Background: an optimization exercise with open tools, aiming at small area and a short achievable clock period. Do not read the settings as production practice.
No functional check of the RTL was part of any run shown here.
Power figures rest on the tool's default switching activity, not on a simulated workload.

==> config.mk <==
export PLATFORM = sky130hd
export DESIGN_NAME = ultrasonido
export DESIGN_NICKNAME = ultrasonido
export VERILOG_FILES = /design/flow/design.v
export SDC_FILE = /design/flow/constraint.sdc
export NUM_CORES = 4
export LEC_CHECK = 0
export CAP_MARGIN = 20
export CORE_MARGIN = 2
export CORE_UTILIZATION = 40
export SLEW_MARGIN = 20
==> constraint.sdc <==
create_clock -name core_clock -period 18.0 [get_ports {clk}]
set_input_delay 3.6000 -clock core_clock [delete_from_list [all_inputs] [get_ports {clk}]]
set_output_delay 3.6000 -clock core_clock [all_outputs]
set_load 0.01 [all_outputs]
==> design.v <==
`timescale 1ns / 1ps
module ultrasonido(clk, trig, echo, distancia, init, done);
input init;
input clk;
input echo;
output reg trig;
output reg [8:0] distancia;
output reg done;
reg pr;       
reg pa;       
reg pl;       
reg [22:0] t;
localparam [22:0] INV = 23'h2AAAAA;
wire [22:0] s = t ^ INV;
reg W;
wire [22:0] s_nx = pr ? 23'd1 : {s[21:0], s[22] ^ s[17] ^ (s[21:0] == 22'd0)};
wire zero22 = (s_nx[21:0] == 22'd0);
wire next_z = zero22 & s_nx[22];        
wire cur_z = zero22 & ~s_nx[22];        
wire end_w = s_nx[22] & s_nx[20] & s_nx[19] & s_nx[11] & s_nx[10] & ~s_nx[6];
wire trig_nx = init & W;
wire W_nx = ~init | next_z | ((trig_nx | cur_z) & ~end_w);
wire win = W;
reg [10:0] q;
reg [16:0] R;
reg h;
localparam [16:0] ROFF = 17'd31072;
wire last = q[10] & q[8] & q[7] & q[4] & q[1]
          & R[15] & R[12] & R[9] & R[3] & R[2] & R[1] & R[0];
wire [17:0] S = {1'b0, R} + 18'd17;
wire co = S[17];
wire clr = pr | pl | (pa & last);
wire [16:0] R_nx = clr ? ROFF : pa ? (co ? (S[16:0] | ROFF) : S[16:0]) : R;
wire [10:0] q_nx = clr ? 11'd0 : q + {10'd0, pa & co};
wire h_now = ~pr & (pa | (h & ~pl));    
wire act = ~win & echo;
wire lowev = ~win & ~echo;
always @(posedge clk) begin
	pr <= ~init;
	pa <= init & act;
	pl <= init & lowev;
	t <= s_nx ^ INV;
	q <= q_nx;
	R <= R_nx;
	h <= h_now;
	trig <= trig_nx;
	W <= W_nx;
	done <= init & (done | lowev);
	if (!init) distancia <= 9'd0;
	else if (lowev & h_now) distancia <= q_nx[8:0];
end
endmodule
==> flow/run.sh <==
#!/bin/bash
# Standard ORFS layout (the standard.sh) with extra make settings.
bash standard.sh BUFFER_PORTS_ARGS="-buffer_cell sky130_fd_sc_hd__buf_2" SETUP_SLACK_MARGIN=13.0 CORE_UTILIZATION=70 CTS_ARGS="-sink_clustering_enable -repair_clock_nets -dont_use_dummy_load" finish > standard.log 2>&1
==> standard.sh <==
#!/bin/bash
# synth_recipe.tcl (not shown) runs the flow's synth.tcl, then flattens the netlist and writes it again
# the make line also repeats each setting of config.mk as NAME=value (left out here)
make -C /OpenROAD-flow-scripts/flow DESIGN_CONFIG=/design/flow/config.mk WORK_HOME=/design/flow/orfs CLKGATE_MAP_FILE= SYNTH_SCRIPT=/design/flow/synth_recipe.tcl "${@:-finish}"
==> flow_metrics.env, run 1 <==
export IMPL_status="timing/DRC/antenna clean"
export IMPL_whs_ns=0.382
export IMPL_avgRoutedWirePerCell_um=14.7
export IMPL_clock_skew_ns=0.0233
export IMPL_die_x_um=63.5
export IMPL_globalplace_congestion=0.791
export IMPL_crit_path_max_fanout=9
export IMPL_num_fill_cells=252
export IMPL_vias=1744
export IMPL_r2r_start="pa"
export IMPL_power_internal_uw=174
export IMPL_clkLatencyLatePin_ns=0.40
export IMPL_grt_pass1_wl_mm=7.80
export IMPL_ir_drop_mv=0.0596
export IMPL_yosysMostFrequentCell="dfxtp_1"
export IMPL_yosysSeqAreaShare=0.541
export IMPL_slew_headroom=0.544
export IMPL_final_nets=267
export IMPL_cts_tree="built"
export IMPL_fin_util=0.779
export IMPL_synth_ff_type="dfxtp_1"
export IMPL_grtUsageMet3=0.104
export IMPL_setup_tns_final_ns=0
export IMPL_hold_viol_final=0
export IMPL_finalInstanceArea_um2=2620
export IMPL_r2r_end="q[10]"
export IMPL_tritoncts_num_sinks=67
export IMPL_antenna_cells=0
export IMPL_synth_seq_cells=67
export IMPL_place_area_um2=2550
export IMPL_rsz0062_at_grt="false"
export IMPL_drc_errors=0
export IMPL_root_buffer="clkbuf_4"
export IMPL_ys_warnings_count=1
export IMPL_cts_made_buffers=9
export IMPL_die_area_um2=4030
export IMPL_slew_violations=0
export IMPL_core_um2=3360
export IMPL_r2r_cells=9
export IMPL_pwr_share_seq=0.679
export IMPL_die_h_um=63.5
export IMPL_cts_clk_slew_worst_paths_ns=0.10
export IMPL_crit_required_ns=18.34
export IMPL_regArea_um2=1340
export IMPL_grt_pass1_vias=1702
export IMPL_max_freq_mhz=218
export IMPL_ios=14
export IMPL_worstMarginPinSlew_ns=0.684
export IMPL_finalWirelength_mm=4.49
export IMPL_max_cap_violations=0
export IMPL_reg2reg_setup_slack_ns=15.24
export IMPL_p_per_area_nw_per_um2=84.2
export IMPL_comb_power_share=0.021
export IMPL_use_met2=0.405
export IMPL_synth_nets=250
export IMPL_overflow=0
export IMPL_end_kind="register"
export IMPL_yosysUniqueCellTypes=38
export IMPL_crit_type="input pin to register"
export IMPL_multiInputGateArea_um2=1070
export IMPL_synth_top_area_cell="dfxtp_1"
export IMPL_p_sw_frac=0.213
export IMPL_vias_per_cell=5.72
export IMPL_fin_crit_sh=0.254
export IMPL_start_util=0.737
export IMPL_grt_usage=0.258
export IMPL_rows=21
export IMPL_holdCritStartpoint="t[2]"
export IMPL_clkPwrFrac=0.300
export IMPL_post_cts_buffers=0
export IMPL_layout_drive_gt1_share=0.143
export IMPL_min_path_cells=1
export IMPL_fin_cells=305
export IMPL_hold_class="register to register"
export IMPL_setup_viol=0
export IMPL_synth_area_top_cells="dfxtp_1 54%, xnor2_1 6.7%, nor2_1 5.8%"
export IMPL_startpoint_type="input pin"
export IMPL_drt_iter0_markers=86
export IMPL_grt_max_degree=20
export IMPL_holdBufCountCts=0
export IMPL_grt_antenna_before_repair=0
export IMPL_detail_route_first_pass_iterations=4
export IMPL_htree_num_levels=3
export IMPL_async_reset_ff_frac=0
export IMPL_min_period_ns=4.58
export IMPL_p_sw_uw=47.0
export IMPL_min_to="t[3]"
export IMPL_grt_util_met1=0.314
export IMPL_dp_hpwl_mm=3.20
export IMPL_drtAntennaViolNets=0
export IMPL_syn_area_um2=2480
export IMPL_grt_busiest_layer="met2"
export IMPL_synth_avg_cell_area_um2=10.2
export IMPL_ctsResizeCount=0
export IMPL_yosysTopAreaCellShare=0.541
export IMPL_cts_buffer_depth=2
export IMPL_p_leak_uw=0.000956
export IMPL_yosys_top_cells_count="67 x dfxtp_1, 38 x nor2_1, 29 x nand2_1"
export IMPL_io_buffers=13
export IMPL_syn_to_final_growth_pct=5.70
export IMPL_arrival_ns=4.91
export IMPL_synthCells=244
export IMPL_synth_edf_count=0
export IMPL_dp_cells=296
==> per-layer routing <==
metal,up-vias,routed length [um]
met5,-,0
met4,0,87
met3,11,185
met2,41,2140
met1,824,2080
li1,868,-
==> power by group through the flow <==
stage	Combinational [uW]	Sequential [uW]	Clock [uW]
after floorplan	3.97	153	0
after global placement	4.44	153	0
after detailed placement	4.67	153	0
after CTS	4.69	150	67.9
after global routing	5.15	150	73.7
final	4.63	150	66.2
==> how the worst max path moves through the flow <==
stage / from / end / slack, ns / cells past startpoint
global route: echo / distancia[7] / 13.37 / 5
floorplan: echo / distancia[7] / 13.45 / 5
CTS: echo / distancia[4] / 13.43 / 5
global placement: echo / distancia[4] / 13.09 / 5
detailed placement: echo / distancia[4] / 12.99 / 5
finish: echo / distancia[4] / 13.42 / 5
==> stage by stage <==
stage | total power, uW | setup WS (ns)
floorplan | 157 | 13.45
global placement | 158 | 13.09
detailed placement | 158 | 12.99
CTS | 223 | 13.43
global route | 229 | 13.37
finish | 221 | 13.42
==> registers in the layout, summed over array words and instances (netlist names) <==
register   cells
pr             1
h              1
pl             1
t             23
trig           1
q             11
W              1
R             17
distancia      9
pa             1
done           1
==> worst max-delay path, cell delays in order <==
cell and delay, ns:
buf_2 0.12, nor3_1 0.11, o21ai_0 0.13, or4_1 0.70, o2bb2ai_2 0.25
==> cell families (layout without fill, tap and decap cells) <==
kind of cell,Yosys count,count (layout),share of synthesized area
compound gates,19,19,0.0883
buf+inv,12,27,0.0272
fa+ha+maj,3,3,0.0151
flops,67,67,0.541
mux,1,1,0.00404
simple gates,116,116,0.233
xor+xnor,26,26,0.0918
==> cell type report <==
type / instances / area share
clock buffers: 9 / 0.0258
inverters: 5 / 0.00716
multi-input cells: 165 / 0.409
flip-flops and latches: 67 / 0.512
well taps: 46 / 0.0220
repair buffers: 13 / 0.0248
==> placed cells by master (no fill, tap or decap), types with 2 or more instances in the layout <==
cell type,Yosys,layout
nor3_1,9,9
clkbuf_4,0,9
and2_1,4,4
nand4_1,5,5
buf_2,0,13
nand3_1,9,9
or4_1,3,3
inv_1,5,5
o21ai_0,2,2
nor3b_1,2,2
o2bb2ai_2,9,9
xor2_1,7,7
nor2_1,38,38
nor4_1,6,6
dfxtp_1,67,67
xnor2_1,19,19
and4_1,3,3
nand2_1,29,29
ha_1,3,3
==> inputs of run 2 (changes only) <==
==> design.v (replaced) <==
`timescale 1ns / 1ps
module ultrasonido(clk, trig, echo, distancia, init, done);
input init;
input clk;
input echo;
output reg trig;
output reg [8:0] distancia;
output reg done;
reg [22:0] t;
localparam [22:0] INV = 23'h2AAAAA;
wire [22:0] s = t ^ INV;
wire zero22 = (s[21:0] == 22'd0);
wire fb = s[22] ^ s[17] ^ zero22;
wire cur_z = zero22 & ~s[22];           
wire next_z = zero22 & s[22];           
wire end_w = s[22] & s[20] & s[19] & s[11] & s[10] & ~s[6];
wire in_w = trig | cur_z;               
wire win = next_z | (in_w & ~end_w);    
reg [10:0] q;
reg [16:0] R;
reg h;
localparam [16:0] ROFF = 17'd31072;
wire act = ~win & echo;
wire lowev = ~win & ~echo;
wire last = q[10] & q[8] & q[7] & q[4] & q[1]
          & R[15] & R[12] & R[9] & R[3] & R[2] & R[1] & R[0];
wire [17:0] S = {1'b0, R} + 18'd17;
wire co = S[17];
wire keep = ~lowev & ~(act & last);
wire [16:0] R_step = act ? (co ? (S[16:0] | ROFF) : S[16:0]) : R;
wire [10:0] q_step = q + {10'd0, act & co};
always @(posedge clk) begin
	t <= (init ? {s[21:0], fb} : 23'd0) ^ INV;
	trig <= init & win;
	done <= init & (done | lowev);
	if (!init) distancia <= 9'd0;
	else if (lowev & h) distancia <= q[8:0];
	h <= init & (act | (h & ~lowev));
	if (!init || !keep) begin
		q <= 11'd0;
		R <= ROFF;
	end else begin
		q <= q_step;
		R <= R_step;
	end
end
endmodule
==> flow/run.sh (replaced) <==
#!/bin/bash
# Standard layout, with this folder's copies of the standard flow's helper scripts kept for reference.
cp standard.sh synth_recipe.tcl config.mk constraint.sdc flow/ 2>/dev/null
bash standard.sh > standard.log 2>&1
==> flow/synth_recipe.tcl (new file) <==
proc synth {args} { yosys synth -nofsm -noshare {*}$args }
source $::env(SCRIPTS_DIR)/synth.tcl
# left out here: clear keep_hierarchy, flatten, clean up, hide names made inside functions, write 1_2_yosys.v
==> flow/config.mk (new file) <==
export PLATFORM = sky130hd
export DESIGN_NAME = ultrasonido
export DESIGN_NICKNAME = bench
export VERILOG_FILES = /design/flow/design.v
export SDC_FILE = /design/flow/constraint.sdc
export NUM_CORES = 4
export LEC_CHECK = 0
export CAP_MARGIN = 20
export CORE_MARGIN = 2
export CORE_UTILIZATION = 40
export SLEW_MARGIN = 20
==> flow/constraint.sdc (new file) <==
create_clock -name core_clock -period 18.0 [get_ports {clk}]
set_input_delay 3.6000 -clock core_clock [delete_from_list [all_inputs] [get_ports {clk}]]
set_output_delay 3.6000 -clock core_clock [all_outputs]
set_load 0.01 [all_outputs]
==> flow/standard.sh (new file) <==
#!/bin/bash
# The standard flow's own layout of this design, on the ORFS make targets given (by default finish). After
# finish it leaves the final layout's DEF at /design/flow/out/final.def.
set -euo pipefail
make -C /OpenROAD-flow-scripts/flow DESIGN_CONFIG=/design/flow/config.mk WORK_HOME=/design/flow/orfs CLKGATE_MAP_FILE= SYNTH_SCRIPT=/design/flow/synth_recipe.tcl CAP_MARGIN=20 CORE_MARGIN=2 CORE_UTILIZATION=40 SLEW_MARGIN=20 "${@:-finish}"
if [[ -f /design/flow/orfs/results/sky130hd/ultrasonido/base/6_final.odb ]]; then
  : # left out here: write the final layout as DEF
fi
==> run 2 against run 1 <==
Synthesized cell count rose by 4.1%. Synthesized area shrank 1.3%. Register-to-register slack got worse by 0.47 ns. Largest cell class unchanged.
==> flow_metrics.env, run 2 <==
export IMPL_status="timing/DRC/antenna clean"
export IMPL_p_sw_uw=63.1
export IMPL_ys_warnings_count=1
export IMPL_crit_family="simple AND/OR/NAND/NOR gates"
export IMPL_synth_edf_count=0
export IMPL_startpoint_type="input pin"
export IMPL_fin_total_pwr_uw=260
export IMPL_grt_pass1_vias=1573
export IMPL_rows=28
export IMPL_root_buffer="clkbuf_8"
export IMPL_clkLatencyLatePin_ns=0.33
export IMPL_reg_top3="t: 23 flops, R: 17 flops, q: 11 flops"
export IMPL_grt_antenna_before_repair=0
export IMPL_cts_clk_slew_worst_paths_ns=0.07
export IMPL_final_nets=278
export IMPL_largest_reg_flops=23
export IMPL_slowest_stage="clkdlybuf4s50_1"
export IMPL_yosysUniqueCellTypes=38
export IMPL_async_reset_ff_frac=0
export IMPL_drt_iter0_markers=135
export IMPL_p_leak_uw=0.00105
export IMPL_comb_power_share=0.060
export IMPL_yosys_top_cells_count="63 x dfxtp_1, 23 x nand2_1, 21 x nor2_1"
export IMPL_ctsResizeCount=0
export IMPL_max_cap_violations=0
export IMPL_cp_depth=10
export IMPL_htree_num_levels=3
export IMPL_core_um2=5920
export IMPL_synth_top_area_cell="dfxtp_1"
export IMPL_crit_chain="clkdlybuf4s50_1, o211ai_1, nor4b_1, ha_1, ha_1, nand3_1, nor3_1, nand3_1, xor2_1, nor2_1"
export IMPL_worstMarginPinSlew_ns=0.769
export IMPL_antenna_cells=0
export IMPL_synth_avg_cell_area_um2=9.64
export IMPL_post_cts_buffers=0
export IMPL_avgRoutedWirePerCell_um=12.6
export IMPL_drtAntennaViolNets=0
export IMPL_drc_errors=0
export IMPL_slew_headroom=0.485
export IMPL_synthCells=254
export IMPL_synth_seq_cells=63
export IMPL_synth_nets=260
export IMPL_min_period_ns=5.98
export IMPL_vias=1765
export IMPL_pwr_share_seq=0.551
export IMPL_overflow=0
export IMPL_synth_compound_area_share=0.106
export IMPL_rsz0062_at_grt="false"
export IMPL_crit_required_ns=18.22
export IMPL_syn_to_final_growth_pct=14.7
export IMPL_slowest_delay_ns=0.58
export IMPL_yosysMostFrequentCell="dfxtp_1"
export IMPL_yosysSeqAreaShare=0.515
export IMPL_layout_commonest_cell="dfxtp_1"
export IMPL_slew_violations=0
export IMPL_arrival_ns=6.20
export IMPL_start_util=0.413
export IMPL_multiInputGateArea_um2=1110
export IMPL_r2r_end="q[10]"
export IMPL_tritoncts_num_sinks=63
export IMPL_die_x_um=82.2
export IMPL_synth_area_top_cells="dfxtp_1 52%, nor2b_1 5.1%, mux2i_1 4.1%"
export IMPL_cts_buffer_depth=2
export IMPL_path_buf_inv=1
export IMPL_setup_viol=0
export IMPL_holdBufCountCts=0
export IMPL_max_freq_mhz=167
export IMPL_ios=14
export IMPL_hold_class="register to register"
export IMPL_finalWirelength_mm=4.44
export IMPL_clkPwrFrac=0.389
export IMPL_regArea_um2=1260
export IMPL_synth_ff_type="dfxtp_1"
export IMPL_r2r_start="t[6]"
export IMPL_io_buffers=13
export IMPL_end_kind="register"
export IMPL_crit_type="input pin to register"
export IMPL_cp_endpoint="q[10]"
export IMPL_die_h_um=82.2
export IMPL_crit_path_max_fanout=8
export IMPL_synth_top_family_by_area="simple AND/OR/NAND/NOR gates"
export IMPL_reg2reg_setup_slack_ns=14.77
export IMPL_globalplace_congestion=0.801
export IMPL_grt_pass1_wl_mm=7.32
export IMPL_final_cell_mix="63 x dfxtp_1, 23 x nand2_1, 21 x nor2_1"
export IMPL_grt_max_degree=38
export IMPL_p_sw_frac=0.242
export IMPL_ir_drop_mv=0.0510
export IMPL_grt_usage=0.144
export IMPL_yosysTopAreaCellShare=0.515
export IMPL_die_area_um2=6760
export IMPL_power_internal_uw=197
export IMPL_p_per_area_nw_per_um2=92.8
export IMPL_top_register="t"
export IMPL_detail_route_first_pass_iterations=5
export IMPL_layout_drive_gt1_share=0.0758
export IMPL_num_fill_cells=573
export IMPL_synth_simple_area_share=0.246
export IMPL_setup_tns_final_ns=0
export IMPL_cts_made_buffers=9
export IMPL_synthAdderAreaFrac=0.0153
export IMPL_r2r_cells=11
export IMPL_synth_xor_area_frac=0.0465
export IMPL_clock_skew_ns=0.00852
export IMPL_syn_area_um2=2450
export IMPL_dp_hpwl_mm=2.95
export IMPL_fin_crit_sh=0.332
export IMPL_vias_per_cell=5.01
export IMPL_hold_viol_final=0
export IMPL_synthMuxAreaShare=0.0409
export IMPL_cts_tree="built"
export IMPL_critPathLaunch="echo"
==> run 2: cell count changes in the layout (fill, tap and decap cells not counted), moves of 11 or more <==
cell             before  now
xnor2_1              19    7
clkdlybuf4s50_1       0   13
nor2_1               38   21
nor2b_1               1   20
buf_2                13    0
or3_1                 0   11
==> run 2: kinds of logic after synthesis <==
| kind of cell | Yosys count |
|---|---|
| and+or+nand+nor | 111 |
| DFF | 63 |
| AOI/OAI and AO/OA | 38 |
| buffers and inverters | 16 |
| xor gates and xnor gates | 13 |
| muxes | 10 |
| adders and majority gates | 3 |
==> run 2: per-layer routing <==
layer	GRT usage	up-vias	wire, um
li1	-	924	-
met1	0.190	812	2300
met2	0.210	24	1970
met3	0.0424	5	123
met4	0.0817	0	42
met5	0	-	0
==> run 2: area by class of cell <==
cell class	instances	share of cell area
Clock buffer	12	0.0481
Clock inverter	4	0.00802
Inverter	7	0.00936
Multi-Input combinational cell	175	0.397
Sequential cell	63	0.449
Tap cell	75	0.0334
Timing Repair Buffer	16	0.0544
==> run 2: worst min path at each step <==
| stage | from | end | slack, ns | depth (start not counted) |
|---|---|---|---|---|
| after floorplan | t[12] | t[13] | 0.36 | 1 |
| after global placement | t[8] | t[9] | 0.36 | 1 |
| after detailed placement | t[16] | t[17] | 0.37 | 1 |
| after CTS | t[16] | t[17] | 0.38 | 1 |
| after global routing | t[14] | t[15] | 0.39 | 1 |
| final | t[16] | t[17] | 0.38 | 1 |
==> run 2: power by group through the flow <==
| stage | registers [uW] | logic (uW) | clock network (uW) |
|---|---|---|---|
| after floorplan | 147 | 10.8 | 0 |
| after global placement | 147 | 15.6 | 0 |
| after detailed placement | 147 | 15.8 | 0 |
| after CTS | 143 | 15.9 | 106 |
| after global routing | 144 | 17.1 | 111 |
| final | 144 | 15.5 | 101 |
==> run 2: metrics by stage <==
| step | hold slack (ns) | setup slack [ns] | cell area, um^2 | util | instances |
|---|---|---|---|---|---|
| floorplan | 0.358 | 12.65 | 2450 | - | 254 |
| global placement | 0.365 | 11.76 | 2650 | 0.447 | 336 |
| detailed placement | 0.366 | 11.60 | 2650 | 0.447 | 336 |
| CTS | 0.384 | 11.95 | 2810 | 0.474 | 352 |
| global route | 0.395 | 11.78 | 2810 | 0.474 | 352 |
| finish | 0.380 | 12.02 | 2810 | 0.474 | 352 |
==> run 2: worst register-to-register path: cells and delay by family (launching register included) <==
family	cells	cell delay, ns
adder cells (fa/ha/maj)	2	0.45
XOR/XNOR	1	0.14
AO/OA/AOI/OAI	2	0.52
AND/OR/NAND/NOR	6	1.68
flip-flops	1	0.33

[re-timing with driven ports]
No port has a modelled driver above. Below, the same layouts with a new extraction and two added sets of constraints.
Step 1 (the two cells are an assumption about what drives the block):
set clk [get_ports {clk}]
set_driving_cell -lib_cell sky130_fd_sc_hd__clkbuf_16 $clk
set_driving_cell -lib_cell sky130_fd_sc_hd__buf_2 [delete_from_list [all_inputs] $clk]
Step 2 also shifts input and output timing later by t, the mid clock arrival at the registers, as if the neighbouring blocks saw the same clock.
Three values: no drivers, after step 1, after step 2; two values: the first two.
| run | t (ns) | slack for setup (ns) | worst setup path after step 2 |
|---|---|---|---|
| run 1 | 0.412 | 13.423 / 13.422 / 13.009 | input to register |
| run 2 | 0.350 | 12.022 / 12.027 / 11.676 | input to register |
After both steps setup and hold are still met in every run listed. For run 1, which loses most, drivers alone change the setup slack by -0.001 ns; drivers and shift together by -0.414 ns.
